Background: an optimization exercise with open tools, aiming at small area, a short achievable clock period and few clock cycles. Do not read the settings as production practice.
The RTL was checked by simulation tests, not by an equivalence proof against the original design.
In runs 1 to 7 and 9 the design's own scripts or RTL, not TritonCTS, make the clock network.
The clock port is modelled as an ideal driver, which makes a skipped or thinned clock tree look cheaper than it is; a real chip needs a root buffer or a tree.
Power figures rest on the tool's default switching activity, not on a simulated workload.

===== flow/config.mk =====
export PLATFORM = sky130hd
export DESIGN_NAME = LZ77_Encoder
export DESIGN_NICKNAME = LZ77_Encoder
export VERILOG_FILES = /design/flow/design.v
export SDC_FILE = /design/flow/constraint.sdc
export NUM_CORES = 8
export LEC_CHECK = 0
export CAP_MARGIN = 20
export CORE_MARGIN = 2
export CORE_UTILIZATION = 50
export PLACE_DENSITY = 0.6
export SLEW_MARGIN = 20
export SYNTH_HIERARCHICAL = 1

===== flow/constraint.sdc =====
create_clock -name core_clock -period 10.0 [get_ports {clk}]
set_input_delay 2.0000 -clock core_clock [delete_from_list [all_inputs] [get_ports {clk}]]
set_output_delay 2.0000 -clock core_clock [all_outputs]
set_load 0.01 [all_outputs]

===== flow/design.v =====
module LZ77_Encoder(clk,reset,chardata,valid,encode,finish,offset,match_len,char_nxt);
input               clk;
input               reset;
input       [7:0]   chardata;
output  reg         valid;
output              encode;
output  reg         finish;
output  reg [3:0]   offset;
output  reg [2:0]   match_len;
output      [7:0]   char_nxt;
reg  [7:0] hist [0:8];
reg  [8:0] hv;
reg        eq9l, eq9h;
reg        eq1;
reg  [8:0] dead;
reg  [2:0] k;
integer j;
assign encode   = 1'b1;
assign char_nxt = hist[1];
wire [8:0] eq;
genvar g;
generate
    for (g = 2; g <= 8; g = g + 1) begin : cmp
        assign eq[g-1] = hv[g] & (hist[0] == hist[g]);
    end
endgenerate
assign eq[0] = hv[1] & eq1;
assign eq[8] = eq9l & eq9h;
wire       live = hv[0];
wire [8:0] nm   = ~dead & eq;
wire       emit = (nm == 9'd0) | (k == 3'd7) | ~live;
wire       last = live & (hist[0] == 8'h24);
reg  [3:0] best;
always @(*) begin
    best = 4'd0;
    for (j = 0; j < 9; j = j + 1)
        if (!dead[j]) best = j;
end
wire [2:0] k_inc = {k[2] ^ (k[1] & k[0]), k[1] ^ k[0], ~k[0]};
always @(posedge clk) begin
    hist[0] <= chardata;
    for (j = 1; j <= 8; j = j + 1)
        hist[j] <= hist[j-1];
    eq1       <= (chardata == hist[0]);
    eq9l      <= hv[8] & (chardata[3:0] == hist[8][3:0]);
    eq9h      <= (chardata[7:4] == hist[8][7:4]);
    match_len <= k;
    offset    <= best & {4{|k}};
    valid     <= ~reset & live & emit & ~finish;
    finish    <= ~reset & (finish | last);
end
reg  [3:0] c;
always @(*) begin
    hv[0] = c[3] | c[2] | c[1] | c[0];
    hv[1] = c[3] | c[2] | c[1];
    hv[2] = c[3] | c[2] | (c[1] & c[0]);
    hv[3] = c[3] | c[2];
    hv[4] = c[3] | (c[2] & (c[1] | c[0]));
    hv[5] = c[3] | (c[2] & c[1]);
    hv[6] = c[3] | (c[2] & c[1] & c[0]);
    hv[7] = c[3];
    hv[8] = c[3] & c[0];
end
wire [3:0] c_inc = {c[3] | (c[2] & c[1] & c[0]), c[2] ^ (c[1] & c[0]), c[1] ^ c[0], ~c[0] | c[3]};
always @(posedge clk) begin
    c <= reset ? 4'd0 : c_inc;
end
always @(posedge clk) begin
    if (emit) begin
        dead <= 9'd0;
        k    <= 3'd0;
    end else begin
        dead <= ~nm;
        k    <= k_inc;
    end
end
endmodule

===== flow/flow/run.sh =====
#!/bin/bash
# Standard ORFS layout (the standard.sh, standard synthesis), except:
#  - port buffers are sky130_fd_sc_hd__buf_2 and may be resized across footprints;
#  - a tighter setup repair target (SETUP_SLACK_MARGIN in knobs.txt);
#  - a hand-built one-level clock tree (flow/manual_cts.tcl) in place of TritonCTS;
#  - after CTS, cells with slack to spare are downsized (flow/post_cts.tcl).
# The whole make output goes to standard_flow.log; ORFS keeps each step's log
# under orfs/logs/.
set -euo pipefail
KNOBS=$(cat flow/knobs.txt)
eval bash standard.sh $KNOBS PRE_CTS_TCL=$PWD/flow/manual_cts.tcl POST_CTS_TCL=$PWD/flow/post_cts.tcl finish > standard_flow.log 2>&1

===== flow/flow/knobs.txt =====
BUFFER_PORTS_ARGS='-buffer_cell sky130_fd_sc_hd__buf_2' MATCH_CELL_FOOTPRINT=0 SETUP_SLACK_MARGIN=7.3 MCTS_NBUF=4 MCTS_BUF=sky130_fd_sc_hd__buf_12

===== flow/flow/manual_cts.tcl =====
set nbuf $::env(MCTS_NBUF)
set bufm $::env(MCTS_BUF)
set block [ord::get_db_block]
set db [ord::get_db]
set master [$db findMaster $bufm]
set clknet [$block findNet clk]
set sinks [$clknet getITerms]
puts "manual_cts: [llength $sinks] clock sinks, $nbuf x $bufm"

set pts {}
foreach it $sinks {
  set bb [[$it getInst] getBBox]
  lappend pts [list [expr {([$bb xMin] + [$bb xMax]) / 2}] [expr {([$bb yMin] + [$bb yMax]) / 2}]]
}

proc mcts_cmp {axis a b} {
  global mcts_pts
  return [expr {[lindex $mcts_pts $a $axis] - [lindex $mcts_pts $b $axis]}]
}

proc mcts_bisect {ids parts} {
  global mcts_pts
  if {$parts == 1} { return [list $ids] }
  set xs [lsort -integer [lmap i $ids {lindex $mcts_pts $i 0}]]
  set ys [lsort -integer [lmap i $ids {lindex $mcts_pts $i 1}]]
  set axis [expr {([lindex $xs end] - [lindex $xs 0]) >= ([lindex $ys end] - [lindex $ys 0]) ? 0 : 1}]
  set sorted [lsort -command [list mcts_cmp $axis] $ids]
  set p1 [expr {$parts / 2}]
  set h [expr {([llength $sorted] * $p1 + $parts / 2) / $parts}]
  return [concat [mcts_bisect [lrange $sorted 0 [expr {$h - 1}]] $p1] \
                 [mcts_bisect [lrange $sorted $h end] [expr {$parts - $p1}]]]
}

set ::mcts_pts $pts
set ids {}
for {set i 0} {$i < [llength $pts]} {incr i} { lappend ids $i }
set groups [mcts_bisect $ids $nbuf]

set c 0
foreach grp $groups {
  set inst [odb::dbInst_create $block $master "mcts_buf_$c"]
  set net [odb::dbNet_create $block "mcts_clk_$c"]
  $net setSigType CLOCK
  [$inst findITerm A] connect $clknet
  [$inst findITerm X] connect $net
  set sx 0; set sy 0
  foreach i $grp {
    set it [lindex $sinks $i]
    $it disconnect
    $it connect $net
    incr sx [lindex $pts $i 0]; incr sy [lindex $pts $i 1]
  }
  set k [llength $grp]
  set x [expr {$sx / $k - [$master getWidth] / 2}]
  set y [expr {$sy / $k - [$master getHeight] / 2}]
  $inst setLocation $x $y
  $inst setPlacementStatus PLACED
  puts "manual_cts: buffer $c at ($x, $y) drives $k sinks"
  incr c
}
$clknet setSigType CLOCK

# TritonCTS is not run.
rename clock_tree_synthesis orig_clock_tree_synthesis
proc clock_tree_synthesis {args} { puts "manual_cts: TritonCTS skipped" }

===== flow/flow/post_cts.tcl =====
# POST_CTS hook: downsize cells whose paths have slack to spare, then legalise
# the placement again. The cells on the ports (port buffers, and the clock
# buffers on the clock port) are left as they are: the port paths set the
# clock period.
estimate_parasitics -placement
set port_cells {}
foreach bt [[ord::get_db_block] getBTerms] {
  set net [$bt getNet]
  if {$net eq "NULL" || $net eq ""} { continue }
  foreach it [$net getITerms] {
    lappend port_cells [[$it getInst] getName]
  }
}
set port_cells [lsort -unique $port_cells]
puts "post_cts: keeping [llength $port_cells] cells on ports"
foreach c $port_cells { set_dont_touch [get_cells $c] }
repair_timing -recover_power 100 -setup_margin $::env(SETUP_SLACK_MARGIN) -verbose
foreach c $port_cells { unset_dont_touch [get_cells $c] }
detailed_placement

===== flow/standard.sh =====
#!/bin/bash
# synth_recipe.tcl (not shown) runs the flow's synth.tcl, then flattens the netlist and writes it again
# the make line also repeats each setting of config.mk as NAME=value (left out here)
make -C /OpenROAD-flow-scripts/flow DESIGN_CONFIG=/design/flow/config.mk WORK_HOME=/design/flow/orfs CLKGATE_MAP_FILE= SYNTH_SCRIPT=/design/flow/synth_recipe.tcl "${@:-finish}"

==> results of run 1 <==
==> registers in the layout, indices dropped and copies added (netlist names), 3 cells and up <==
name       flops
k              3
hist          72
dead           9
match_len      3
c              4
offset         4
==> per-stage QoR <==
stage          hold WS [ns]  utilization, %  area, um^2  setup WS [ns]  total power [uW]
3_3_place_gp         0.3289           53.77        3415          7.361             487.8
3_5_place_dp         0.3351           53.77        3415          7.318             487.8
6_report             0.3495           55.05        3496          7.390             637.7
2_1_floorplan        0.3258               -        3266          7.559             472.0
5_1_grt              0.3544           55.05        3496          7.303             662.0
==> layout make-up <==
type | instances | area [um^2]
Multi-Input combinational cell | 155 | 1141
Tap cell | 77 | 96.34
Fill cell | 575 | 2854
Buffer | 4 | 80.08
Sequential cell | 100 | 2003
Timing Repair Buffer | 26 | 130.1
Inverter | 12 | 45.04
==> worst max-delay path by stage <==
stage                     start     endpoint  slack [ns]  depth (start not counted)
finish               hist[1][7]  char_nxt[7]        7.39                          1
global route         hist[0][2]        valid        7.30                          6
detailed placement  chardata[3]          eq1        7.32                          4
global placement    chardata[3]          eq1        7.36                          4
floorplan           chardata[5]         eq9h        7.56                          2
==> cell families (layout without fill, tap and decap cells) <==
group,count (synthesis),count (layout),share of synthesized area (%)
simple gates,59,59,10.04
other cells,1,1,0.1148
fa+ha+maj,5,5,1.916
compound gates,17,17,3.295
xor+xnor,73,73,19.58
flops,100,100,61.30
buf+inv,24,42,3.755
==> where the power goes <==
group	internal (uW)	switching, uW	leakage (uW)
Clock	65.1	94.7	0.0000376
Sequential	416	18.5	0.000835
Combinational	23.6	20.0	0.000474
==> synth_stat cells (all sizes together), types with 4 or more instances <==
library cell,instances
dfxtp,100
xnor2,57
nor2,17
xor2,16
buf,12
inv,12
nor4,11
nand4,9
nand3,7
a31oi,5
ha,5
nand2,5
a21oi,4
o21ai,4
==> per-layer routing <==
layer,share of wire (%),up-vias
met1,48,864
met2,49,25
met3,2.7,4
met4,0.99,0
li1,-,946
met5,0,-
==> impl_metrics.toml, run 1 <==
[sta]
hold_viol_final = 0
tightest_slew_ns = 0.6740
final.setup_skew_ns = 0.008474
fin_crit_ns = 2.610
drv_slew = 0
timing.fmax_ghz = 0.3831
slew_headroom_pct = 54.65
setup_viol = 0
min_period_over_period_pct = 26.10
fin_tns_setup_ns = 0
rsz0062_at_grt = "no"

[worst_hold_path]
hold_depth = 0
holdPathEnd = "hist[2][3]"
min_path_type = "reg2reg"
min_from = "hist[1][3]"

[clocking]
clk_latency_ns = 0.13
clk_pin_slew_ns = 0.10

[yosys]
synth_edf_count = 0
yosys_register_bits = 100
yosysWarnings = 8
yosysSeqAreaShare_pct = 61.30
synthDistinctLibCells = 28
post_synth.cell_area_avg_um2 = 11.70
yosysTopAreaCell = "dfxtp_1"
synthFlopType = "dfxtp_1"
syn_inst = 279
synth_area_leaders = "dfxtp_1 (61%), xnor2_1 (15%), xor2_1 (4.3%), nor4_1 (2.1%), ha_1 (1.9%)"
async_flop_share_pct = 0
yosys.area.top_type_share_pct = 61.30
synth_area_um2 = 3266

[floorplan]
num_io_pins = 28
start_util_pct = 51.43
rows = 29
die_area_um2 = 7194
die_w_um = 84.82
core_area_um2 = 6350
die_h_um = 84.82

[worst_setup_path]
cp_top_family = "flip-flops"
r2r_cells = 5
cp_max_fo = 2
crit_required_ns = 8.00
crit_buf_inv = 1
reg2reg_to = "valid"
rrSetupSlack_ns = 7.52
worstPathCellList = "buf_2"
cp.arrival_ns = 0.61
cp_slowest_stage_delay_ns = 0.34
critPathKind = "reg2out"
cp-end-kind = "output pin"
worstReg2RegStart = "hist[0][2]"
crit_path_start_kind = "register"
critical-path-slowest-cell = "dfxtp_1"

[layout]
syn_to_final_growth_pct = 7.050
final_common_cell = "dfxtp_1"
instances_no_fill = 374
num_antenna_cells = 0
fin_nets = 314
final_cell_mix = "dfxtp_1 (99), xnor2_1 (57), buf_2 (26)"
drive_above_1_share_pct = 12.46

[placement]
portBuffers = 26
hpwl_mm = 4.537
place_congestion = 0.8894
placed_cells = 370

[drt]
ant_nets = 0
route.detailed.drc = 0
route.vias.total = 1839
wl_per_cell_um = 15.74
drt_pass1_iterations = 4
avgViaCountPerCell = 4.917
drt_iter0_drc = 43
routed_wl_mm = 5.886

[pwr]
leakage_uw = 0.001346
peakVddDrop_uv = 164.7
power.density_nw_per_um2 = 182.4

[global_routing]
grt-busiest-layer = "met2"
grtUsageMet1_pct = 23.91
use_met2_pct = 29.56
grtUsageMet3_pct = 1.362
grt_pass1_vias = 1895
antenna_found_initial = 0
track_usage_pct = 16.90
grt_pass1_wl_mm = 9.749
grt_start_max_net_pins = 26
overflow = 0

[outcome]
status = "timing/DRC/antenna clean"

[run]
maxCapViolations = 0
Testbench counts, summed over its fixed seeds: cycles 49,224.
==> run 2, diff against run 1 <==
--- a/flow/flow/post_cts.tcl
+++ b/flow/flow/post_cts.tcl
@@ -7,6 +7,7 @@
 foreach bt [[ord::get_db_block] getBTerms] {
   set net [$bt getNet]
   if {$net eq "NULL" || $net eq ""} { continue }
+  if {[$net getSigType] eq "POWER" || [$net getSigType] eq "GROUND"} { continue }
   foreach it [$net getITerms] {
     lappend port_cells [[$it getInst] getName]
   }
--- a/flow/config.mk
+++ b/flow/config.mk
@@ -10,4 +10,3 @@
 export CORE_UTILIZATION = 50
 export PLACE_DENSITY = 0.6
 export SLEW_MARGIN = 20
-export SYNTH_HIERARCHICAL = 1
==> run 2 against run 1 <==
Wire length unchanged. Clock skew is the same. Via count unchanged. Clock power hardly changed. Cell count unchanged. Worst hold slack is the same. Flip-flop and latch count stayed put. First-iteration DRC count unchanged. Critical endpoint unchanged. Largest cell class unchanged. Highest routed layer unchanged.
==> impl_metrics.toml, run 2 <==
[outcome]
status = "timing/DRC/antenna clean"

[worst_setup_path]
cp_slowest_stage_delay_ns = 0.34
crit_buf_inv = 1
crit_required_ns = 8.00
cp_top_family = "flip-flops"
rrSetupSlack_ns = 7.52
critPathKind = "reg2out"
cp-end-kind = "output pin"
crit_path_start_kind = "register"
worstPathCellList = "buf_2"
cp.arrival_ns = 0.61
critical-path-slowest-cell = "dfxtp_1"
cp_max_fo = 2

[layout]
seqCellArea_um2 = 2003
drive_above_1_share_pct = 12.46
top_register = "hist"
n_fill_cell = 575
syn_to_final_growth_pct = 7.050
final_cell_mix = "dfxtp_1 (99), xnor2_1 (57), buf_2 (26)"
num_antenna_cells = 0
top_regs = "hist (72), dead (9)"
final_common_cell = "dfxtp_1"
multi_input_area_um2 = 1141
largest_reg_flops = 72
post-route-util_pct = 55.05
fin_nets = 314

[pwr]
leakage_uw = 0.001346
power.density_nw_per_um2 = 182.4
peakVddDrop_uv = 164.7

[global_routing]
grtUsageMet1_pct = 23.91
use_met2_pct = 29.56
grt-busiest-layer = "met2"
grt_pass1_wl_mm = 9.749
grt_start_max_net_pins = 26
antenna_found_initial = 0
grtUsageMet3_pct = 1.362
track_usage_pct = 16.90
overflow = 0
grt_pass1_vias = 1895

[sta]
final.setup_skew_ns = 0.008474
min_period_over_period_pct = 26.10
drv_slew = 0
hold_viol_final = 0
fin_crit_ns = 2.610
setup_viol = 0
holdWs_ns = 0.3495
fin_tns_setup_ns = 0
timing.fmax_ghz = 0.3831
rsz0062_at_grt = "no"
worst_slack_ns = 7.390
tightest_slew_ns = 0.6740
slew_headroom_pct = 54.65

[yosys]
yosys.area.top_type_share_pct = 61.30
yosysSeqAreaShare_pct = 61.30
post_synth.cell_area_avg_um2 = 11.70
synthDistinctLibCells = 28
yosysWarnings = 2
yosys_register_bits = 100
yosysTopAreaCell = "dfxtp_1"
synthMostInstantiatedCell = "dfxtp_1"
synth_edf_count = 0
async_flop_share_pct = 0
synthFlopType = "dfxtp_1"
synth_area_um2 = 3266
synth_common_cells = "dfxtp_1 (100), xnor2_1 (57), xor2_1 (16)"
syn_inst = 279
synth_area_leaders = "dfxtp_1 (61%), xnor2_1 (15%), xor2_1 (4.3%), nor4_1 (2.1%), ha_1 (1.9%)"

[drt]
route.detailed.drc = 0
wl_per_cell_um = 15.74
ant_nets = 0
routed_wl_mm = 5.886
drt_iter0_drc = 43
drt_pass1_iterations = 4
route.vias.total = 1839
avgViaCountPerCell = 4.917

[worst_hold_path]
min_path_type = "reg2reg"

[floorplan]
die_h_um = 84.82
rows = 29
die_area_um2 = 7194
start_util_pct = 51.43
num_io_pins = 28
die_w_um = 84.82
core_area_um2 = 6350

[clocking]
clk_pin_slew_ns = 0.10
clk_latency_ns = 0.13

[placement]
hpwl_mm = 4.537
place_congestion = 0.8894
pre_cts_slack_ns = 7.318
portBuffers = 26

[run]
maxCapViolations = 0
==> run 2: cell counts in the layout (fill, tap and decap cells not counted) <==
Identical to the previous run, type by type.
==> run 2: final timing paths <==
check,from,endpoint,depth (start not counted)
setup reg to reg,hist[0][2],valid,5
hold / removal,hist[1][3],hist[2][3],0
setup / recovery,hist[1][7],char_nxt[7],1
hold reg to reg,hist[1][3],hist[2][3],0
==> run 2: cell type report <==
class	count	share of cell area [%]
Inverter	12	1.288
Tap cell	77	2.756
Sequential cell	100	57.30
Buffer	4	2.291
Timing Repair Buffer	26	3.722
Multi-Input combinational cell	155	32.64
==> run 2: per-layer routing <==
metal / share of wire, % / up-vias
met5: 0 / -
met4: 0.99 / 0
met3: 2.7 / 4
met2: 49 / 25
met1: 48 / 864
li1: - / 946
==> run 2: kinds of logic after synthesis <==
| logic type | synth area share [%] |
|---|---|
| flip-flops | 61.30 |
| other | 0.1148 |
| adder cells (fa/ha/maj) | 1.916 |
| AO/OA/AOI/OAI | 3.295 |
| buffers and inverters | 3.755 |
| XOR/XNOR | 19.58 |
| AND/OR/NAND/NOR | 10.04 |
==> run 2: through the flow <==
stage               total power (uW)  cell area, um^2  cells
detailed placement             487.8             3415    370
finish                         637.7             3496    374
global route                   662.0             3496    374
floorplan                      472.0             3266    279
global placement               487.8             3415    370
==> run 2: report_power, final <==
part / leakage [uW] / switching, uW / total [uW] / internal (uW)
registers: 0.000835 / 18.5 / 434 / 416
clock network: 0.0000376 / 94.7 / 160 / 65.1
logic: 0.000474 / 20.0 / 43.6 / 23.6
total: 0.00135 / 133 / 638 / 505
==> run 3, diff against run 2 <==
--- a/flow/flow/run.sh
+++ b/flow/flow/run.sh
@@ -8,4 +8,4 @@
 # under orfs/logs/.
 set -euo pipefail
 KNOBS=$(cat flow/knobs.txt)
-eval bash standard.sh $KNOBS PRE_CTS_TCL=$PWD/flow/manual_cts.tcl POST_CTS_TCL=$PWD/flow/post_cts.tcl finish > standard_flow.log 2>&1
+eval bash standard.sh $KNOBS PRE_CTS_TCL=$PWD/flow/manual_cts.tcl finish > standard_flow.log 2>&1
--- a/flow/flow/post_cts.tcl
+++ b/flow/flow/post_cts.tcl
@@ -7,7 +7,6 @@
 foreach bt [[ord::get_db_block] getBTerms] {
   set net [$bt getNet]
   if {$net eq "NULL" || $net eq ""} { continue }
-  if {[$net getSigType] eq "POWER" || [$net getSigType] eq "GROUND"} { continue }
   foreach it [$net getITerms] {
     lappend port_cells [[$it getInst] getName]
   }
==> run 3 against run 2 <==
Via count stayed put. Wire length unchanged. Critical path depth did not move. Worst setup slack did not move.
==> impl_metrics.toml, run 3 <==
[outcome]
status = "timing/DRC/antenna clean"

[sta]
drv_slew = 0
min_period_over_period_pct = 26.10
slew_headroom_pct = 54.65
setup_viol = 0
hold_viol_final = 0
timing.fmax_ghz = 0.3831
final.setup_skew_ns = 0.008474
holdWs_ns = 0.3495
fin_crit_ns = 2.610
fin_tns_setup_ns = 0
tightest_slew_ns = 0.6740
rsz0062_at_grt = "no"

[placement]
hpwl_mm = 4.537
place_congestion = 0.8894
portBuffers = 26

[layout]
fin_nets = 314
num_antenna_cells = 0
drive_above_1_share_pct = 12.46
final_cell_mix = "dfxtp_1 (99), xnor2_1 (57), buf_2 (26)"
largest_reg_flops = 72
final_common_cell = "dfxtp_1"
top_regs = "hist (72), dead (9)"
syn_to_final_growth_pct = 7.050
top_register = "hist"

[floorplan]
start_util_pct = 51.43
die_w_um = 84.82
core_area_um2 = 6350
num_io_pins = 28
die_h_um = 84.82
rows = 29
die_area_um2 = 7194

[worst_hold_path]
min_path_type = "reg2reg"
hold_depth = 0
min_from = "hist[1][3]"
holdPathEnd = "hist[2][3]"

[yosys]
yosys_register_bits = 100
yosysSeqAreaShare_pct = 61.30
synth_area_leaders = "dfxtp_1 (61%), xnor2_1 (15%), xor2_1 (4.3%), nor4_1 (2.1%), ha_1 (1.9%)"
synth_area_um2 = 3266
yosysTopAreaCell = "dfxtp_1"
syn_inst = 279
synthMostInstantiatedCell = "dfxtp_1"
synth_edf_count = 0
post_synth.cell_area_avg_um2 = 11.70
synthDistinctLibCells = 28
async_flop_share_pct = 0
yosysWarnings = 2
synth_common_cells = "dfxtp_1 (100), xnor2_1 (57), xor2_1 (16)"
synthFlopType = "dfxtp_1"
yosys.area.top_type_share_pct = 61.30

[worst_setup_path]
worstPathCellList = "buf_2"
crit_path_start_kind = "register"
critPathKind = "reg2out"
rrSetupSlack_ns = 7.52
cp-end-kind = "output pin"
cp_max_fo = 2
crit_required_ns = 8.00
critical-path-slowest-cell = "dfxtp_1"
reg2reg_to = "valid"
cp_slowest_stage_delay_ns = 0.34
cp.arrival_ns = 0.61
worstReg2RegStart = "hist[0][2]"
cp_top_family = "flip-flops"
r2r_cells = 5
crit_buf_inv = 1

[global_routing]
overflow = 0
track_usage_pct = 16.90
antenna_found_initial = 0
grt_pass1_wl_mm = 9.749
grt_start_max_net_pins = 26
grt_pass1_vias = 1895

[pwr]
leakage_uw = 0.001346
peakVddDrop_uv = 164.7
power.density_nw_per_um2 = 182.4

[drt]
route.vias.total = 1839
routed_wl_mm = 5.886
avgViaCountPerCell = 4.917
wl_per_cell_um = 15.74
ant_nets = 0
route.detailed.drc = 0
drt_pass1_iterations = 4
drt_iter0_drc = 43

[clocking]
clk_pin_slew_ns = 0.10
clk_latency_ns = 0.13

[run]
maxCapViolations = 0
==> run 3: logic make-up (layout without fill, tap and decap cells) <==
logic type	Yosys count	count (layout)	synth area share, %
AO/OA/AOI/OAI	17	17	3.295
XOR/XNOR	73	73	19.58
adder cells (fa/ha/maj)	5	5	1.916
buffers and inverters	24	42	3.755
flip-flops	100	100	61.30
other	1	1	0.1148
AND/OR/NAND/NOR	59	59	10.04
==> run 3: per-stage QoR <==
stage               power [uW]  instance area [um^2]  instances  utilization, %  setup WS [ns]
global route             662.0                  3496        374           55.05          7.303
global placement         487.8                  3415        370           53.77          7.361
detailed placement       487.8                  3415        370           53.77          7.318
finish                   637.7                  3496        374           55.05          7.390
floorplan                472.0                  3266        279               -          7.559
==> run 3: per-layer routing <==
metal,track usage [%],wire (um),vias up
li1,-,-,946
met1,23.91,2804,864
met2,29.56,2863,25
met3,1.362,160,4
met4,1.732,58,0
met5,0,0,-
==> run 3: final cells by class <==
type	count	area [um^2]
timing repair buffer	26	130.1
buffer	4	80.08
sequential	100	2003
fill	575	2854
tap	77	96.34
multi-input combinational	155	1141
inverter	12	45.04
==> run 3: report_power, final <==
group / leakage (uW) / internal [uW] / switching [uW]
Combinational: 0.000474 / 23.6 / 20.0
Sequential: 0.000835 / 416 / 18.5
Clock: 0.0000376 / 65.1 / 94.7
Total: 0.00135 / 505 / 133
==> run 3: how the worst max path moves through the flow <==
stage	startpoint	end	cells after the start
floorplan	chardata[5]	eq9h	2
global placement	chardata[3]	eq1	4
detailed placement	chardata[3]	eq1	4
global route	hist[0][2]	valid	6
finish	hist[1][7]	char_nxt[7]	1
==> run 4, diff against run 3 <==
--- a/flow/flow/run.sh
+++ b/flow/flow/run.sh
@@ -8,4 +8,4 @@
 # under orfs/logs/.
 set -euo pipefail
 KNOBS=$(cat flow/knobs.txt)
-eval bash standard.sh $KNOBS PRE_CTS_TCL=$PWD/flow/manual_cts.tcl finish > standard_flow.log 2>&1
+eval bash standard.sh $KNOBS PRE_CTS_TCL=$PWD/flow/manual_cts.tcl POST_CTS_TCL=$PWD/flow/post_cts.tcl finish > standard_flow.log 2>&1
--- a/flow/flow/post_cts.tcl
+++ b/flow/flow/post_cts.tcl
@@ -17,3 +17,37 @@
 repair_timing -recover_power 100 -setup_margin $::env(SETUP_SLACK_MARGIN) -verbose
 foreach c $port_cells { unset_dont_touch [get_cells $c] }
 detailed_placement
+# Port buffers whose paths have at least 0.06 ns more slack than the worst
+# port path get the smallest buffer, if they still keep that lead.
+estimate_parasitics -placement
+set small [[ord::get_db] findMaster sky130_fd_sc_hd__buf_1]
+set worst 1e9
+foreach p [concat [all_inputs] [all_outputs]] {
+  if {[get_name $p] eq "clk"} { continue }
+  set s [get_property $p slack_max]
+  if {$s ne "INF" && $s < $worst} { set worst $s }
+}
+puts "post_cts: worst port slack $worst"
+foreach bt [[ord::get_db_block] getBTerms] {
+  if {[$bt getSigType] eq "CLOCK" || [$bt getName] eq "clk"} { continue }
+  set net [$bt getNet]
+  foreach it [$net getITerms] {
+    set inst [$it getInst]
+    set m [[$inst getMaster] getName]
+    if {$m ne "sky130_fd_sc_hd__buf_2"} { continue }
+    set s [get_property [get_ports [$bt getName]] slack_max]
+    if {$s eq "INF" || $s > $worst + 0.06} {
+      set old [$inst getMaster]
+      $inst swapMaster $small
+      estimate_parasitics -placement
+      set s2 [get_property [get_ports [$bt getName]] slack_max]
+      if {$s2 ne "INF" && $s2 < $worst + 0.03} {
+        $inst swapMaster $old
+        estimate_parasitics -placement
+      } else {
+        puts "post_cts: [$bt getName] buffer -> buf_1 (slack $s -> $s2)"
+      }
+    }
+  }
+}
+detailed_placement
==> run 4 against run 3 <==
Clock power about the same. Largest cell class unchanged. First-iteration DRC count unchanged. Still clean. Via count unchanged. Fmax decreased by 1.1%. Worst setup slack got worse by 0.030 ns. Synthesized cell count unchanged. Design area decreased by 0.75%. Critical path depth unchanged.
==> impl_metrics.toml, run 4 <==
[outcome]
status = "timing/DRC/antenna clean"

[yosys]
yosysTopAreaCell = "dfxtp_1"
synth-xor-area-share_pct = 19.58
synthDistinctLibCells = 28
yosysWarnings = 2
yosys_register_bits = 100
synth_area_leaders = "dfxtp_1 (61%), xnor2_1 (15%), xor2_1 (4.3%), nor4_1 (2.1%), ha_1 (1.9%)"
yosys.area.top_type_share_pct = 61.30
post_synth.cell_area_avg_um2 = 11.70
synthMostInstantiatedCell = "dfxtp_1"
synth_common_cells = "dfxtp_1 (100), xnor2_1 (57), xor2_1 (16)"
synthFlopType = "dfxtp_1"
synth_top_family_by_area = "XOR/XNOR gates"
yosysSeqAreaShare_pct = 61.30
synth_edf_count = 0
synthMuxAreaShare_pct = 0
async_flop_share_pct = 0
synth_compound_area_share_pct = 3.295
synth-simple-area-share_pct = 10.04
syn_inst = 279
synth_area_um2 = 3266
synthAdderAreaFrac_pct = 1.916

[layout]
fin_nets = 314
largest_reg_flops = 72
num_antenna_cells = 0
final_common_cell = "dfxtp_1"
final_cell_mix = "dfxtp_1 (99), xnor2_1 (57), buf_1 (21)"
syn_to_final_growth_pct = 6.245
top_regs = "hist (72), dead (9)"
post-route-util_pct = 54.64
drive_above_1_share_pct = 5.387
top_register = "hist"

[clocking]
clk_pin_slew_ns = 0.10
clk_latency_ns = 0.13

[sta]
drv_slew = 0
fin_tns_setup_ns = 0
tightest_slew_ns = 0.6740
slew_headroom_pct = 54.65
final.setup_skew_ns = 0.008474
fin_crit_ns = 2.640
setup_viol = 0
timing.fmax_ghz = 0.3788
rsz0062_at_grt = "no"
min_period_over_period_pct = 26.40
hold_viol_final = 0

[worst_setup_path]
crit_required_ns = 8.00
rrSetupSlack_ns = 7.52
cp_top_family = "flip-flops"
crit_path_start_kind = "register"
cp_max_fo = 2
cp.arrival_ns = 0.64
cp_slowest_stage_delay_ns = 0.34
reg2reg_to = "valid"
cp-end-kind = "output pin"
r2r_cells = 5
worstReg2RegStart = "hist[0][2]"
critPathKind = "reg2out"
crit_buf_inv = 1
critical-path-slowest-cell = "dfxtp_1"
worstPathCellList = "buf_1"

[drt]
route.detailed.drc = 0
wl_per_cell_um = 15.74
ant_nets = 0
route.vias.total = 1839
avgViaCountPerCell = 4.917
drt_pass1_iterations = 4
routed_wl_mm = 5.886
drt_iter0_drc = 43

[pwr]
peakVddDrop_uv = 164.6
intPower_uw = 503.8
netSwitchingPower_uw = 133.2
swShare_pct = 20.91
power_frac_clock_pct = 25.1
seq_power_share_pct = 68.2
combPwrFrac_pct = 6.7
power.density_nw_per_um2 = 183.6
leakage_uw = 0.001274

[placement]
hpwl_mm = 4.537
portBuffers = 26
place_congestion = 0.8894

[worst_hold_path]
min_from = "hist[1][3]"
hold_depth = 0
min_path_type = "reg2reg"
holdPathEnd = "hist[2][3]"

[global_routing]
antenna_found_initial = 0
grt_pass1_vias = 1895
overflow = 0
grt_start_max_net_pins = 26
track_usage_pct = 16.90
grt_pass1_wl_mm = 9.749

[floorplan]
start_util_pct = 51.43
num_io_pins = 28
die_area_um2 = 7194
die_h_um = 84.82
die_w_um = 84.82
rows = 29
core_area_um2 = 6350

[run]
maxCapViolations = 0
==> run 4: cell count changes in the layout (fill, tap and decap cells not counted) <==
| cell | previous run | this run |
|---|---|---|
| buf_1 | 0 | 21 |
| buf_2 | 26 | 5 |
==> run 4: final cells by class <==
class | instances | area [um^2]
inverter | 12 | 45.04
buffer | 4 | 80.08
tap | 77 | 96.34
sequential | 100 | 2003
multi-input combinational | 155 | 1141
fill | 586 | 2880
timing repair buffer | 26 | 103.9
==> run 4: layer usage <==
| metal | vias up | track usage, % | part of all wire [%] |
|---|---|---|---|
| met4 | 0 | 1.732 | 0.99 |
| met2 | 25 | 29.56 | 49 |
| met3 | 4 | 1.362 | 2.7 |
| met5 | - | 0 | 0 |
| met1 | 864 | 23.91 | 48 |
| li1 | 946 | - | - |
==> run 4: worst max path at each step <==
stage / slack (ns) / cells past startpoint / to / from
floorplan: 7.56 / 2 / eq9h / chardata[5]
global route: 7.30 / 6 / valid / hist[0][2]
detailed placement: 7.32 / 4 / eq1 / chardata[3]
finish: 7.36 / 1 / char_nxt[7] / hist[1][7]
global placement: 7.36 / 4 / eq1 / chardata[3]
==> run 4: kinds of logic after synthesis <==
kind of cell / count (synthesis)
AND/OR/NAND/NOR: 59
buffers and inverters: 24
AO/OA/AOI/OAI: 17
flip-flops: 100
XOR/XNOR: 73
other: 1
adder cells (fa/ha/maj): 5
==> run 4: power by group through the flow <==
stage               Combinational, uW  Sequential [uW]  Clock (uW)
finish                           42.7              434         160
global route                     47.3              437         177
detailed placement               44.2              444           0
global placement                 44.5              443           0
floorplan                        37.4              435           0
==> run 4: through the flow <==
step	power (uW)	instances	setup slack (ns)	hold slack, ns	cell area (um^2)
final	637.0	374	7.360	0.3517	3470
after global placement	487.8	370	7.361	0.3289	3415
after floorplan	472.0	279	7.559	0.3258	3266
after detailed placement	487.8	370	7.318	0.3351	3415
after global routing	661.2	374	7.303	0.3565	3470
==> run 5, diff against run 4 <==
--- a/flow/design.v
+++ b/flow/design.v
@@ -49,21 +49,16 @@
     valid     <= ~reset & live & emit & ~finish;
     finish    <= ~reset & (finish | last);
 end
-reg  [3:0] c;
+reg  [8:0] hs;
 always @(*) begin
-    hv[0] = c[3] | c[2] | c[1] | c[0];
-    hv[1] = c[3] | c[2] | c[1];
-    hv[2] = c[3] | c[2] | (c[1] & c[0]);
-    hv[3] = c[3] | c[2];
-    hv[4] = c[3] | (c[2] & (c[1] | c[0]));
-    hv[5] = c[3] | (c[2] & c[1]);
-    hv[6] = c[3] | (c[2] & c[1] & c[0]);
-    hv[7] = c[3];
-    hv[8] = c[3] & c[0];
+    for (j = 0; j < 9; j = j + 1)
+        hv[j] = (j % 2) ? ~hs[j] : hs[j];
 end
-wire [3:0] c_inc = {c[3] | (c[2] & c[1] & c[0]), c[2] ^ (c[1] & c[0]), c[1] ^ c[0], ~c[0] | c[3]};
 always @(posedge clk) begin
-    c <= reset ? 4'd0 : c_inc;
+    hs[0] <= ~reset;
+    for (j = 1; j < 9; j = j + 1)
+        if (j % 2) hs[j] <= ~(~reset & hs[j-1]);
+        else       hs[j] <= ~(reset | hs[j-1]);
 end
 always @(posedge clk) begin
     if (emit) begin
==> flow/flow/knobs.txt (replaced) <==
BUFFER_PORTS_ARGS='-buffer_cell sky130_fd_sc_hd__buf_2' MATCH_CELL_FOOTPRINT=0 SETUP_SLACK_MARGIN=7.35 MCTS_NBUF=4 MCTS_BUF=sky130_fd_sc_hd__buf_12
==> flow/flow/post_cts.tcl (replaced) <==
# POST_CTS hook: downsize cells whose paths have slack to spare, then legalise
# the placement again. The input port buffers are left as they are: they
# drive the comparisons made as a character arrives.
estimate_parasitics -placement
set port_cells {}
foreach bt [[ord::get_db_block] getBTerms] {
  if {[$bt getIoType] ne "INPUT" || [$bt getSigType] eq "CLOCK"} { continue }
  set net [$bt getNet]
  if {$net eq "NULL" || $net eq ""} { continue }
  foreach it [$net getITerms] {
    lappend port_cells [[$it getInst] getName]
  }
}
set port_cells [lsort -unique $port_cells]
puts "post_cts: keeping [llength $port_cells] cells on input ports"
foreach c $port_cells { set_dont_touch [get_cells $c] }
repair_timing -recover_power 100 -setup_margin $::env(SETUP_SLACK_MARGIN) -verbose
foreach c $port_cells { unset_dont_touch [get_cells $c] }
detailed_placement
==> run 5 against run 4 <==
Largest cell class unchanged. First-iteration DRC count rose by 40%. Wire length down 3.1%. Register-to-register slack improved by 0.13 ns. Clock skew shrank 0.00090 ns. Sequential power rose by 4%. Critical endpoint unchanged. Synthesized cell count is 1.1% lower. Fmax increased by 0.99%. Still clean on timing, DRC and antenna. Combinational power is 12% lower.
==> impl_metrics.toml, run 5 <==
[run]
maxCapViolations = 0

[yosys]
yosys.area.top_type_share_pct = 63.49
synthMostInstantiatedCell = "dfxtp_1"
syn_inst = 276
yosysTopAreaCell = "dfxtp_1"
yosys_register_bits = 105
yosysSeqAreaShare_pct = 63.49
synthDistinctLibCells = 30
synth_area_um2 = 3311
yosysWarnings = 2
synth_edf_count = 0
synthFlopType = "dfxtp_1"
synth_common_cells = "dfxtp_1 (105), xnor2_1 (52), xor2_1 (20)"
synth_area_leaders = "dfxtp_1 (63%), xnor2_1 (14%), xor2_1 (5.3%), nand4_1 (1.5%), nor2_1 (1.5%)"
post_synth.cell_area_avg_um2 = 12.00
async_flop_share_pct = 0

[sta]
setup_viol = 0
min_period_over_period_pct = 26.14
rsz0062_at_grt = "no"
slew_headroom_pct = 60.63
fin_tns_setup_ns = 0
hold_viol_final = 0
tightest_slew_ns = 0.5860
final.setup_skew_ns = 0.007575
drv_slew = 0
fin_crit_ns = 2.614
timing.fmax_ghz = 0.3826

[global_routing]
grt_pass1_vias = 1751
antenna_found_initial = 0
track_usage_pct = 16.27
overflow = 0
grt_start_max_net_pins = 28
grt_pass1_wl_mm = 9.321

[clocking]
clk_pin_slew_ns = 0.10
clk_latency_ns = 0.13

[placement]
portBuffers = 26
hpwl_mm = 4.290
placed_cells = 369
place_area_um2 = 3466
place_congestion = 0.8141

[floorplan]
die_area_um2 = 7288
num_io_pins = 28
die_w_um = 85.37
rows = 29
die_h_um = 85.37
core_area_um2 = 6386
start_util_pct = 51.84

[pwr]
power_frac_clock_pct = 25.1
swShare_pct = 20.32
intPower_uw = 521.3
power.total_uw = 654.2
leakage_uw = 0.001346
power.density_nw_per_um2 = 184.9
seq_power_share_pct = 69.1
combPwrFrac_pct = 5.7
peakVddDrop_uv = 154.3
netSwitchingPower_uw = 133.0

[layout]
top_register = "hist"
post-route-util_pct = 55.41
syn_to_final_growth_pct = 6.878
drive_above_1_share_pct = 10.44
num_antenna_cells = 0
instances_no_fill = 374
fin_nets = 312
n_fill_cell = 578
largest_reg_flops = 72
top_regs = "hist (72), dead (9), hs (9)"
design_area_um2 = 3538
final_common_cell = "dfxtp_1"
final_cell_mix = "dfxtp_1 (103), xnor2_1 (52), xor2_1 (20)"

[worst_setup_path]
critPathKind = "reg2out"
cp-end-kind = "output pin"
crit_required_ns = 8.00
cp_slowest_stage_delay_ns = 0.34
cp_top_family = "flip-flops"
crit_buf_inv = 1
worstPathCellList = "clkbuf_1"
cp_max_fo = 2
cp.arrival_ns = 0.61
critical-path-slowest-cell = "dfxtp_1"
crit_path_start_kind = "register"

[drt]
routed_wl_mm = 5.706
drt_pass1_iterations = 4
ant_nets = 0
wl_per_cell_um = 15.26
route.detailed.drc = 0
avgViaCountPerCell = 4.735
route.vias.total = 1771
drt_iter0_drc = 60

[outcome]
status = "timing/DRC/antenna clean"

[worst_hold_path]
min_path_type = "reg2reg"
-- run 5: final cells by class --
type / count / area [um^2] / share of cell area (%)
Buffer: 4 / 80.08 / 2.263
Inverter: 8 / 30.03 / 0.8487
Multi-Input combinational cell: 153 / 1102 / 31.15
Sequential cell: 105 / 2105 / 59.48
Tap cell: 77 / 96.34 / 2.723
Timing Repair Buffer: 27 / 125.1 / 3.536
-- run 5: worst paths after layout --
check	slack [ns]	startpoint	cells after the start	to
worst min-delay path	0.35	hist[1][6]	0	hist[2][6]
worst max register to register	7.65	hist[0][2]	6	dead[4]
worst min register to register	0.35	hist[1][6]	0	hist[2][6]
worst max-delay path	7.39	hist[1][7]	1	char_nxt[7]
-- run 5: through the flow --
step	hold slack (ns)	setup slack (ns)
6_report	0.3548	7.386
5_1_grt	0.3655	7.351
3_5_place_dp	0.3322	7.359
3_3_place_gp	0.3310	7.366
2_1_floorplan	0.3258	7.559
-- run 5: logic make-up after synthesis --
logic type,count (synthesis),share of synthesized area [%]
DFF,105,63.49
xor gates and xnor gates,72,19.05
and+or+nand+nor,69,11.53
buffers and inverters,18,3.061
AOI/OAI and AO/OA,8,1.625
adders and majority gates,3,1.134
other,1,0.1133
-- run 5: routing by layer --
layer  wire, um  GRT usage, %  up-vias
li1           -             -      931
met1       2877         24.58      809
met2       2563         26.70       28
met3        212         1.362        3
met4         52         1.154        0
met5          0             0        -
-- run 5: power groups by stage --
stage	clock network (uW)	registers [uW]	logic (uW)
after detailed placement	0	462	37.9
after global placement	0	462	38.4
final	165	452	37.4
after floorplan	0	454	33.3
after global routing	182	455	41.5
Testbench counts of run 5, summed over its fixed seeds: cycles 49,224.
==> run 6, diff against run 5 <==
==> flow/design.v (replaced) <==
module LZ77_Encoder(clk,reset,chardata,valid,encode,finish,offset,match_len,char_nxt);
input               clk;
input               reset;
input       [7:0]   chardata;
output  reg         valid;
output              encode;
output  reg         finish;
output  reg [3:0]   offset;
output  reg [2:0]   match_len;
output      [7:0]   char_nxt;
reg  [7:0] hist [0:9];
reg  [8:0] dead;
reg  [2:0] k;
integer j;
assign encode   = 1'b1;
assign char_nxt = hist[1];
reg  [9:0] hv;
wire [8:0] eq;
genvar g;
generate
    for (g = 1; g <= 9; g = g + 1) begin : cmp
        assign eq[g-1] = hv[g] & (hist[0] == hist[g]);
    end
endgenerate
wire [8:0] nm   = ~dead & eq;
wire       emit = (nm == 9'd0) | (k == 3'd7);
wire       live = hv[0];
wire       last = live & (hist[0] == 8'h24);
reg  [3:0] best;
always @(*) begin
    best = 4'd0;
    for (j = 0; j < 9; j = j + 1)
        if (!dead[j]) best = j;
end
wire [2:0] k_inc = {k[2] ^ (k[1] & k[0]), k[1] ^ k[0], ~k[0]};
always @(posedge clk) begin
    hist[0] <= chardata;
    for (j = 1; j <= 9; j = j + 1)
        hist[j] <= hist[j-1];
    match_len <= k;
    offset    <= (k == 3'd0) ? 4'd0 : best;
    valid     <= ~reset & live & emit & ~finish;
    finish    <= ~reset & (finish | last);
end
always @(posedge clk or posedge reset) begin
    if (reset)
        hv <= 10'd0;
    else
        hv <= {hv[8:0], 1'b1};
end
always @(posedge clk) begin
    if (emit) begin
        dead <= 9'd0;
        k    <= 3'd0;
    end else begin
        dead <= ~nm;
        k    <= k_inc;
    end
end
endmodule
==> flow/flow/run.sh (replaced) <==
#!/bin/bash
# Standard ORFS layout, except: small fast port buffers, a tighter setup repair
# target, and a hand-built one-level clock tree (flow/manual_cts.tcl) in place of TritonCTS.
set -euo pipefail
KNOBS=$(cat flow/knobs.txt)
eval bash standard.sh $KNOBS PRE_CTS_TCL=$PWD/flow/manual_cts.tcl finish > standard_flow.log 2>&1
==> flow/flow/knobs.txt (replaced) <==
BUFFER_PORTS_ARGS='-buffer_cell sky130_fd_sc_hd__buf_2' MATCH_CELL_FOOTPRINT=0 SETUP_SLACK_MARGIN=7.45 MCTS_NBUF=4 MCTS_BUF=sky130_fd_sc_hd__buf_12
==> flow/flow/size_out.tcl (new file) <==
# POST_CTS hook: registers that drive an output port and also other logic get
# a stronger drive (MOUT_CELL), then the placement is legalised again.
set block [ord::get_db_block]
set db [ord::get_db]
set strong [$db findMaster $::env(MOUT_CELL)]
foreach bt [$block getBTerms] {
  if {[$bt getIoType] ne "OUTPUT"} { continue }
  set pnet [$bt getNet]
  # the port's buffer
  foreach it [$pnet getITerms] {
    if {![$it isOutputSignal]} { continue }
    set buf [$it getInst]
    set a [$buf findITerm A]
    set n [$a getNet]
    if {$n eq "NULL"} { continue }
    foreach d [$n getITerms] {
      if {![$d isOutputSignal]} { continue }
      set inst [$d getInst]
      set m [[$inst getMaster] getName]
      if {[llength [$n getITerms]] > 2 && [string match "sky130_fd_sc_hd__dfxtp_*" $m]} {
        puts "size_out: [$inst getName] $m -> [$strong getName]"
        $inst swapMaster $strong
      }
    }
  }
}
detailed_placement
removed: flow/flow/post_cts.tcl
==> run 6 against run 5 <==
Worst setup slack better by 0.0094 ns. Design area is 11% higher. Critical path depth stayed put. Global-route usage is 1.1 points lower. Critical path type unchanged. Critical endpoint unchanged. Largest cell class unchanged. Largest power group unchanged.
==> impl_metrics.toml, run 6 <==
[clocking]
clk_latency_ns = 0.14
clk_pin_slew_ns = 0.10

[worst_setup_path]
worstReg2RegStart = "hist[0][0]"
crit_path_start_kind = "register"
r2r_cells = 6
critPathKind = "reg2out"
cp_max_fo = 3
cp.arrival_ns = 0.60
cp_slowest_stage_delay_ns = 0.37
rrSetupSlack_ns = 7.59
reg2reg_to = "valid"
cp_top_family = "flip-flops"
worstPathCellList = "buf_6"
crit_required_ns = 8.00
critical-path-slowest-cell = "dfxtp_2"
crit_buf_inv = 1
cp-end-kind = "output pin"

[global_routing]
track_usage_pct = 15.22
grt_pass1_wl_mm = 9.087
overflow = 0
grt_start_max_net_pins = 29
antenna_found_initial = 0
grt_pass1_vias = 1772

[yosys]
synthDistinctLibCells = 32
async_flop_share_pct = 9.009
yosys.area.top_type_share_pct = 57.90
yosysWarnings = 2
synthAdderAreaFrac_pct = 1.075
synth_area_um2 = 3492
synth_top_family_by_area = "XOR/XNOR gates"
synth_common_cells = "dfxtp_1 (101), xnor2_1 (48), xor2_1 (21)"
synth_area_leaders = "dfxtp_1 (58%), xnor2_1 (12%), dfrtp_1 (7.2%), xor2_1 (5.3%), buf_4 (1.9%)"
yosys_register_bits = 111
synth-xor-area-share_pct = 17.31
yosysSeqAreaShare_pct = 65.07
synthMuxAreaShare_pct = 0
synthFlopType = "dfxtp_1"
synth-simple-area-share_pct = 10.10
yosysTopAreaCell = "dfxtp_1"
synth_compound_area_share_pct = 3.117
post_synth.cell_area_avg_um2 = 12.34
synth_edf_count = 0
synthMostInstantiatedCell = "dfxtp_1"
syn_inst = 283

[worst_hold_path]
min_path_type = "reg2reg"
holdPathEnd = "hist[6][1]"
hold_depth = 0
min_from = "hist[5][1]"

[floorplan]
num_io_pins = 28
die_w_um = 87.57
start_util_pct = 51.40
die_area_um2 = 7669
die_h_um = 87.57
rows = 30
core_area_um2 = 6794

[layout]
top_regs = "hist (80), hv (10), dead (9)"
drive_above_1_share_pct = 18.85
final_common_cell = "dfxtp_1"
num_antenna_cells = 0
largest_reg_flops = 80
top_register = "hist"
fin_nets = 328
final_cell_mix = "dfxtp_1 (83), xnor2_1 (48), xor2_1 (21)"
syn_to_final_growth_pct = 11.97

[sta]
hold_viol_final = 0
fin_crit_ns = 2.605
worst_slack_ns = 7.396
slew_headroom_pct = 46.78
fin_tns_setup_ns = 0
setup_viol = 0
timing.fmax_ghz = 0.3840
min_period_over_period_pct = 26.04
tightest_slew_ns = 0.7883
drv_slew = 0
rsz0062_at_grt = "yes"
final.setup_skew_ns = 0.007940

[drt]
route.detailed.drc = 0
ant_nets = 0
dr.max_layer_used = "met4"
routed_wl_mm = 5.868
wl_per_cell_um = 14.35
drt_pass1_iterations = 4
route.vias.total = 1909
m1WireLength_mm = 2.646
avgViaCountPerCell = 4.667
wl_met3_um = 215
dr_wl_met2_mm = 2.866
drt_iter0_drc = 59

[placement]
pre_cts_slack_ns = 7.507
hpwl_mm = 4.415
portBuffers = 26
place_congestion = 0.9184

[pwr]
peakVddDrop_uv = 125.2
leakage_uw = 0.001578
power.density_nw_per_um2 = 178.8

[run]
maxCapViolations = 0

[outcome]
status = "timing/DRC/antenna clean"
## run 6: cell count changes in the layout (fill, tap and decap cells not counted), sizes merged, moves of 5 or more
cell,previous run,this run
dfrtp,0,10
clkbuf,17,0
buf,14,38
nand2,10,5
## run 6: routing by layer
layer	vias up	track usage (%)
met5	-	0
met4	0	2.378
met3	10	1.320
met2	49	27.00
met1	874	20.76
li1	976	-
## run 6: where the power goes
part / internal [uW] / switching, uW / total [uW] / leakage (uW)
clock: 65.3 / 103 / 168 / 0.0000376
combinational: 27.1 / 19.4 / 46.5 / 0.000578
sequential: 464 / 20.0 / 484 / 0.000963
## run 6: worst max-delay path by stage
stage / startpoint / to / slack [ns] / cells after the start
floorplan: hist[1][0] / char_nxt[0] / 7.63 / 0
global placement: hist[1][1] / char_nxt[1] / 7.48 / 1
detailed placement: hist[1][7] / char_nxt[7] / 7.51 / 1
global route: hist[1][4] / char_nxt[4] / 7.35 / 1
finish: hist[1][7] / char_nxt[7] / 7.40 / 1
## run 6: layout make-up
cell class,count,area (um^2)
plain buffers,4,80.08
fillers,592,2884
inverters,12,45.04
multi-input cells,152,1111
flip-flops and latches,111,2295
well taps,96,120.1
repair buffers,34,259.0
## run 6: cell families (layout without fill, tap and decap cells)
logic type	Yosys count	count (layout)
DFF	111	111
AOI/OAI and AO/OA	13	13
and+or+nand+nor	65	65
buffers and inverters	21	50
xor gates and xnor gates	69	69
adders and majority gates	3	3
other	1	2
## run 6: through the flow
step                      instances  utilization [%]  instance area [um^2]  power, uW  hold WS, ns
final                           409            57.55                  3910      699.1       0.3655
after global routing            409            57.55                  3910      727.9       0.3699
after detailed placement        397            54.14                  3679      536.6       0.3533
after floorplan                 284                -                  3496      522.6       0.3308
after global placement          397            54.14                  3679      536.4       0.3455
Testbench counts of run 6, summed over its fixed seeds: cycles 49,224.
==> run 7, diff against run 6 <==
==> flow/flow/knobs.txt (replaced) <==
BUFFER_PORTS_ARGS='-buffer_cell sky130_fd_sc_hd__buf_2' MATCH_CELL_FOOTPRINT=0 SETUP_SLACK_MARGIN=7.6 MCTS_NBUF=4 MCTS_BUF=sky130_fd_sc_hd__buf_12
==> run 7 against run 6 <==
Total power is 0.27% higher. Register-to-register slack better by 0.24 ns. Critical path depth stayed put. First-iteration DRC count is 31% higher. Critical path type unchanged. Critical endpoint is now char_nxt[4]. Highest routed layer unchanged.
==> impl_metrics.toml, run 7 <==
[yosys]
synthDistinctLibCells = 32
synth_edf_count = 0
synth_common_cells = "dfxtp_1 (101), xnor2_1 (48), xor2_1 (21)"
yosysSeqAreaShare_pct = 65.07
synth_area_um2 = 3492
yosysWarnings = 2
yosys.area.top_type_share_pct = 57.90
post_synth.cell_area_avg_um2 = 12.34
synth_area_leaders = "dfxtp_1 (58%), xnor2_1 (12%), dfrtp_1 (7.2%), xor2_1 (5.3%), buf_4 (1.9%)"
synthFlopType = "dfxtp_1"
syn_inst = 283
yosysTopAreaCell = "dfxtp_1"
async_flop_share_pct = 9.009
yosys_register_bits = 111
synthMostInstantiatedCell = "dfxtp_1"

[placement]
hpwl_mm = 4.415
pre_cts_slack_ns = 7.507
place_congestion = 0.9184
place_area_um2 = 3679
portBuffers = 26

[layout]
multi_input_area_um2 = 1111
drive_above_1_share_pct = 19.94
syn_to_final_growth_pct = 12.83
seqCellArea_um2 = 2296
top_regs = "hist (80), hv (10), dead (9)"
top_register = "hist"
largest_reg_flops = 80
num_antenna_cells = 0
design_area_um2 = 3940
final_cell_mix = "dfxtp_1 (82), xnor2_1 (48), xor2_1 (21)"
final_common_cell = "dfxtp_1"
fin_nets = 331
n_fill_cell = 592

[sta]
holdWs_ns = 0.3639
fin_tns_setup_ns = 0
timing.fmax_ghz = 0.3843
fin_crit_ns = 2.602
slew_headroom_pct = 46.50
rsz0062_at_grt = "yes"
setup_viol = 0
worst_slack_ns = 7.398
min_period_over_period_pct = 26.02
drv_slew = 0
tightest_slew_ns = 0.7924
final.setup_skew_ns = 0.008029
hold_viol_final = 0

[worst_setup_path]
rrSetupSlack_ns = 7.83
cp_top_family = "flip-flops"
cp.arrival_ns = 0.60
cp-end-kind = "output pin"
cp_slowest_stage_delay_ns = 0.37
critical-path-slowest-cell = "dfxtp_2"
critPathKind = "reg2out"
worstPathCellList = "buf_6"
cp_max_fo = 3
cp-startpoint = "hist[1][4]"
crit_required_ns = 8.00
reg2reg_to = "dead[3]"
worstReg2RegStart = "hist[0][5]"
r2r_cells = 7
crit_path_start_kind = "register"
crit_buf_inv = 1

[floorplan]
die_w_um = 87.57
die_h_um = 87.57
rows = 30
die_area_um2 = 7669
num_io_pins = 28
start_util_pct = 51.40
core_area_um2 = 6794

[drt]
drt_pass1_iterations = 4
wl_per_cell_um = 14.29
avgViaCountPerCell = 4.663
ant_nets = 0
route.vias.total = 1921
routed_wl_mm = 5.889
drt_iter0_drc = 77
route.detailed.drc = 0

[pwr]
peakVddDrop_uv = 124.5
power.total_uw = 701.0
power.density_nw_per_um2 = 177.9
leakage_uw = 0.001594

[outcome]
status = "timing/DRC/antenna clean"

[run]
maxCapViolations = 0

[global_routing]
grt_pass1_wl_mm = 9.384
track_usage_pct = 15.69
grt_start_max_net_pins = 29
antenna_found_initial = 0
grt_pass1_vias = 1840
overflow = 0

[worst_hold_path]
min_from = "hist[5][1]"
hold_depth = 0
min_path_type = "reg2reg"
holdPathEnd = "hist[6][1]"

[clocking]
clk_latency_ns = 0.14
clk_pin_slew_ns = 0.10
[run 7: changes by cell type in the layout (fill, tap and decap cells not counted)]
cell,change
buf_4,+3
buf_2,-1
buf_6,+1
dfxtp_1,-1
dfxtp_2,+1
[run 7: layout make-up]
type | instances | area share [%]
plain buffers | 4 | 2.032
inverters | 12 | 1.143
multi-input cells | 152 | 28.20
flip-flops and latches | 111 | 58.27
well taps | 96 | 3.049
repair buffers | 37 | 7.304
[run 7: cell families (layout without fill, tap and decap cells)]
family	after synthesis	count (layout)	share of synthesized area, %
flip-flops	111	111	65.07
XOR/XNOR	69	69	17.31
AND/OR/NAND/NOR	65	65	10.10
buffers and inverters	21	53	3.224
AO/OA/AOI/OAI	13	13	3.117
adder cells (fa/ha/maj)	3	3	1.075
other	1	2	0.1074
[run 7: worst max path at each step]
stage,to,cells past startpoint
after floorplan,char_nxt[0],0
after global placement,char_nxt[1],1
after detailed placement,char_nxt[7],1
after global routing,char_nxt[4],1
final,char_nxt[4],1
[run 7: per-layer routing]
layer / wire, um / GRT usage, %
met4: 106 / 2.378
met2: 2899 / 28.17
met5: 0 / 0
met1: 2661 / 21.17
met3: 221 / 1.320
[run 7: power breakdown]
group          switching [uW]  leakage (uW)  total, uW  internal, uW
logic                    19.8      0.000594       47.6          27.9
registers                19.6      0.000963        484           464
clock network             104     0.0000376        169          65.3
total                     143       0.00159        701           558
[run 7: through the flow]
step | utilization [%] | instances
after floorplan | - | 284
final | 57.99 | 412
after global routing | 57.99 | 412
after detailed placement | 54.14 | 397
after global placement | 54.14 | 397
==> run 8, diff against run 7 <==
==> flow/flow/run.sh (replaced) <==
#!/bin/bash
# Standard ORFS layout, except: small fast port buffers, a tighter setup repair
# target, and a hand-built one-level clock tree (flow/manual_cts.tcl) in place of TritonCTS.
set -euo pipefail
KNOBS=$(cat flow/knobs.txt)
eval bash standard.sh $KNOBS PRE_CTS_TCL=$PWD/flow/manual_cts.tcl POST_CTS_TCL=$PWD/flow/size_out.tcl finish > standard_flow.log 2>&1
==> flow/flow/knobs.txt (replaced) <==
BUFFER_PORTS_ARGS='-buffer_cell sky130_fd_sc_hd__buf_2' MATCH_CELL_FOOTPRINT=0 SETUP_SLACK_MARGIN=7.3 MCTS_NBUF=4 MCTS_BUF=sky130_fd_sc_hd__buf_12 MOUT_CELL=sky130_fd_sc_hd__dfxtp_4
==> run 8 against run 7 <==
The flow now stops in 4_1_cts. Area after synthesis stayed put. Synthesized cell count is the same.
==> impl_metrics.toml, run 8 <==
[yosys]
syn_inst = 283
async_flop_share_pct = 9.009
synthDistinctLibCells = 32
synthFlopType = "dfxtp_1"
synth_area_leaders = "dfxtp_1 (58%), xnor2_1 (12%), dfrtp_1 (7.2%), xor2_1 (5.3%), buf_4 (1.9%)"
yosysWarnings = 2
yosys.area.top_type_share_pct = 57.90
synth_area_um2 = 3492
yosysTopAreaCell = "dfxtp_1"
synth_edf_count = 0
post_synth.cell_area_avg_um2 = 12.34
synthMostInstantiatedCell = "dfxtp_1"
synth_common_cells = "dfxtp_1 (101), xnor2_1 (48), xor2_1 (21)"
yosys_register_bits = 111
yosysSeqAreaShare_pct = 65.07

[floorplan]
num_io_pins = 28
die_h_um = 87.57
die_w_um = 87.57
rows = 30
start_util_pct = 51.40

[placement]
portBuffers = 26
hpwl_mm = 4.415
pre_cts_slack_ns = 7.507
place_congestion = 0.9184

[outcome]
status = "did not finish"
error_line = "Error: cts.tcl, 90 invalid command name \"NULL\""
stop_stage = "4_1_cts"
-- run 8: cell counts after synthesis --
Identical to the previous run, type by type.
-- run 8: kinds of logic after synthesis --
kind of cell	share of synthesized area [%]
DFF	65.07
xor gates and xnor gates	17.31
and+or+nand+nor	10.10
buffers and inverters	3.224
AOI/OAI and AO/OA	3.117
adders and majority gates	1.075
other	0.1074
-- run 8: stage by stage --
stage | cell area (um^2) | total power (uW) | instances
floorplan | 3496 | 522.6 | 284
global placement | 3679 | 536.4 | 397
detailed placement | 3679 | 536.6 | 397
-- run 8: power groups by stage --
stage               Sequential, uW  Clock (uW)  Combinational (uW)
detailed placement             494           0                42.7
floorplan                      485           0                38.0
global placement               493           0                43.3
-- run 8: worst min path at each step --
stage / depth (start not counted) / endpoint / startpoint / slack (ns)
floorplan: 0 / hist[9][2] / hist[8][2] / 0.33
global placement: 0 / hist[9][2] / hist[8][2] / 0.35
detailed placement: 0 / hist[8][6] / hist[7][6] / 0.35
==> run 9, diff against run 8 <==
--- a/flow/flow/size_out.tcl
+++ b/flow/flow/size_out.tcl
@@ -11,8 +11,9 @@
     if {![$it isOutputSignal]} { continue }
     set buf [$it getInst]
     set a [$buf findITerm A]
+    if {$a eq "NULL" || $a eq ""} { continue }
     set n [$a getNet]
-    if {$n eq "NULL"} { continue }
+    if {$n eq "NULL" || $n eq ""} { continue }
     foreach d [$n getITerms] {
       if {![$d isOutputSignal]} { continue }
       set inst [$d getInst]
==> run 9 against run 8 <==
Now clean on timing, DRC and antenna. Synthesized cell count stayed put. Area after synthesis stayed put.
==> impl_metrics.toml, run 9 <==
[pwr]
peakVddDrop_uv = 121.4
power.total_uw = 692.3
power.density_nw_per_um2 = 182.6
leakage_uw = 0.001522

[clocking]
clk_pin_slew_ns = 0.10
clk_latency_ns = 0.14

[layout]
fin_nets = 320
instances_no_fill = 401
num_antenna_cells = 0
top_regs = "hist (80), hv (10), dead (9)"
syn_to_final_growth_pct = 8.599
final_cell_mix = "dfxtp_1 (92), xnor2_1 (48), buf_2 (26)"
largest_reg_flops = 80
design_area_um2 = 3792
top_register = "hist"
final_common_cell = "dfxtp_1"
drive_above_1_share_pct = 13.77

[global_routing]
grt-busiest-layer = "met2"
track_usage_pct = 15.38
grt_start_max_net_pins = 29
use_met2_pct = 27.82
grt_pass1_wl_mm = 9.163
grtUsageMet3_pct = 1.320
overflow = 0
grtUsageMet1_pct = 20.53
grt_pass1_vias = 1794
antenna_found_initial = 0

[sta]
fin_crit_ns = 2.633
hold_viol_final = 0
drv_slew = 0
timing.fmax_ghz = 0.3798
tightest_slew_ns = 0.7543
fin_tns_setup_ns = 0
final.setup_skew_ns = 0.008674
worst_slack_ns = 7.367
min_period_over_period_pct = 26.33
rsz0062_at_grt = "no"
slew_headroom_pct = 49.07
setup_viol = 0

[drt]
drt_iter0_drc = 65
ant_nets = 0
avgViaCountPerCell = 4.688
routed_wl_mm = 5.753
route.vias.total = 1880
route.detailed.drc = 0
drt_pass1_iterations = 4
wl_per_cell_um = 14.35

[yosys]
synthFlopType = "dfxtp_1"
synthDistinctLibCells = 32
yosysTopAreaCell = "dfxtp_1"
yosys.area.top_type_share_pct = 57.90
yosysSeqAreaShare_pct = 65.07
post_synth.cell_area_avg_um2 = 12.34
synth_edf_count = 0
yosys_register_bits = 111
synth_area_leaders = "dfxtp_1 (58%), xnor2_1 (12%), dfrtp_1 (7.2%), xor2_1 (5.3%), buf_4 (1.9%)"
synthMostInstantiatedCell = "dfxtp_1"
synth_top_family_by_area = "XOR/XNOR gates"
synth_common_cells = "dfxtp_1 (101), xnor2_1 (48), xor2_1 (21)"
synth_area_um2 = 3492
synth_compound_area_share_pct = 3.117
synth-xor-area-share_pct = 17.31
async_flop_share_pct = 9.009
synthAdderAreaFrac_pct = 1.075
synth-simple-area-share_pct = 10.10
syn_inst = 283
yosysWarnings = 2
synthMuxAreaShare_pct = 0

[floorplan]
die_area_um2 = 7669
num_io_pins = 28
core_area_um2 = 6794
rows = 30
start_util_pct = 51.40
die_w_um = 87.57
die_h_um = 87.57

[worst_setup_path]
cp_slowest_stage_delay_ns = 0.36
cp.arrival_ns = 0.63
cp_top_family = "flip-flops"
worstPathCellList = "buf_2"
critical-path-slowest-cell = "dfxtp_4"
worstReg2RegStart = "hist[0][3]"
cp_max_fo = 3
cp-end-kind = "output pin"
cp-startpoint = "hist[1][7]"
critPathKind = "reg2out"
crit_required_ns = 8.00
crit_path_start_kind = "register"
crit_buf_inv = 1

[worst_hold_path]
min_from = "hist[5][1]"
min_path_type = "reg2reg"

[placement]
placed_cells = 397
place_area_um2 = 3679
pre_cts_slack_ns = 7.507
portBuffers = 26
place_congestion = 0.9184
hpwl_mm = 4.415

[outcome]
status = "timing/DRC/antenna clean"

[run]
maxCapViolations = 0
-- run 9: cell counts after synthesis --
Identical to the previous run, type by type.
-- run 9: cells by family (layout without fill, tap and decap cells) --
| logic type | count (synthesis) | after routing |
|---|---|---|
| AND/OR/NAND/NOR | 65 | 65 |
| AO/OA/AOI/OAI | 13 | 13 |
| adder cells (fa/ha/maj) | 3 | 3 |
| buffers and inverters | 21 | 42 |
| XOR/XNOR | 69 | 69 |
| other | 1 | 2 |
| flip-flops | 111 | 111 |
-- run 9: per-stage QoR --
stage          hold WS, ns  util, %
5_1_grt             0.3690    55.82
3_5_place_dp        0.3533    54.14
2_1_floorplan       0.3308        -
3_3_place_gp        0.3455    54.14
6_report            0.3625    55.82
-- run 9: power by group --
part,internal (uW),leakage [uW],switching [uW]
combinational,23.2,0.000519,18.6
clock,65.3,0.0000376,103
sequential,462,0.000965,19.6
total,551,0.00152,141
-- run 9: routing by layer --
metal	share of wire (%)	vias up
met5	0	-
met4	1.9	0
met3	3.6	10
met2	49	50
met1	46	860
li1	-	960
-- run 9: path summary, 6_finish.rpt --
| check | end | slack, ns | cells past startpoint |
|---|---|---|---|
| setup / recovery | char_nxt[7] | 7.37 | 1 |
| hold reg to reg | hist[6][1] | 0.36 | 0 |
| min in group asynchronous | hv[9] | 1.86 | 2 |
| setup reg to reg | valid | 7.52 | 6 |
| max in group asynchronous | hv[4] | 7.84 | 2 |
| hold / removal | hist[6][1] | 0.36 | 0 |
-- run 9: final cells by class --
type | count | area [um^2]
plain buffers | 4 | 80.08
multi-input cells | 152 | 1111
repair buffers | 26 | 130.1
inverters | 12 | 45.04
fillers | 607 | 3002
flip-flops and latches | 111 | 2306
well taps | 96 | 120.1

-- re-timing with driven ports --
The flow's constraints put no driver on any port. The routed layouts listed below were extracted and timed again, unchanged, in two steps.
Step 1 (the two cells are an assumption about what drives the block):
set clk [get_ports {clk}]
set_driving_cell -lib_cell sky130_fd_sc_hd__clkbuf_16 $clk
set_driving_cell -lib_cell sky130_fd_sc_hd__buf_2 [delete_from_list [all_inputs] $clk]
Step 2 also shifts input and output timing later by t, the mid clock arrival at the registers, as if the neighbouring blocks saw the same clock.
a / b / c = ideal / step 1 / step 2; a / b = the first two.
run | t, ns | setup slack, ns | worst setup path at the end | slew at the worst register clock pin (ns) | worst data-port slew with drivers (ns)
run 1 | 0.210 | 7.390 / 7.310 / 7.337 | input to register | 0.10 / 0.10 | 0.03
run 2 | 0.210 | 7.390 / 7.310 / 7.337 | input to register | 0.10 / 0.10 | 0.03
run 3 | 0.210 | 7.390 / 7.310 / 7.337 | input to register | 0.10 / 0.10 | 0.03
run 4 | 0.210 | 7.360 / 7.280 / 7.337 | input to register | 0.10 / 0.10 | 0.03
run 5 | 0.209 | 7.386 / 7.306 / 7.355 | input to register | 0.10 / 0.10 | 0.03
run 6 | 0.215 | 7.396 / 7.313 / 7.528 | register to output | 0.10 / 0.10 | 0.03
run 7 | 0.216 | 7.398 / 7.315 / 7.531 | register to output | 0.10 / 0.10 | 0.04
run 9 | 0.215 | 7.367 / 7.285 / 7.500 | register to output | 0.10 / 0.10 | 0.03
After both steps every run listed still meets setup and hold.
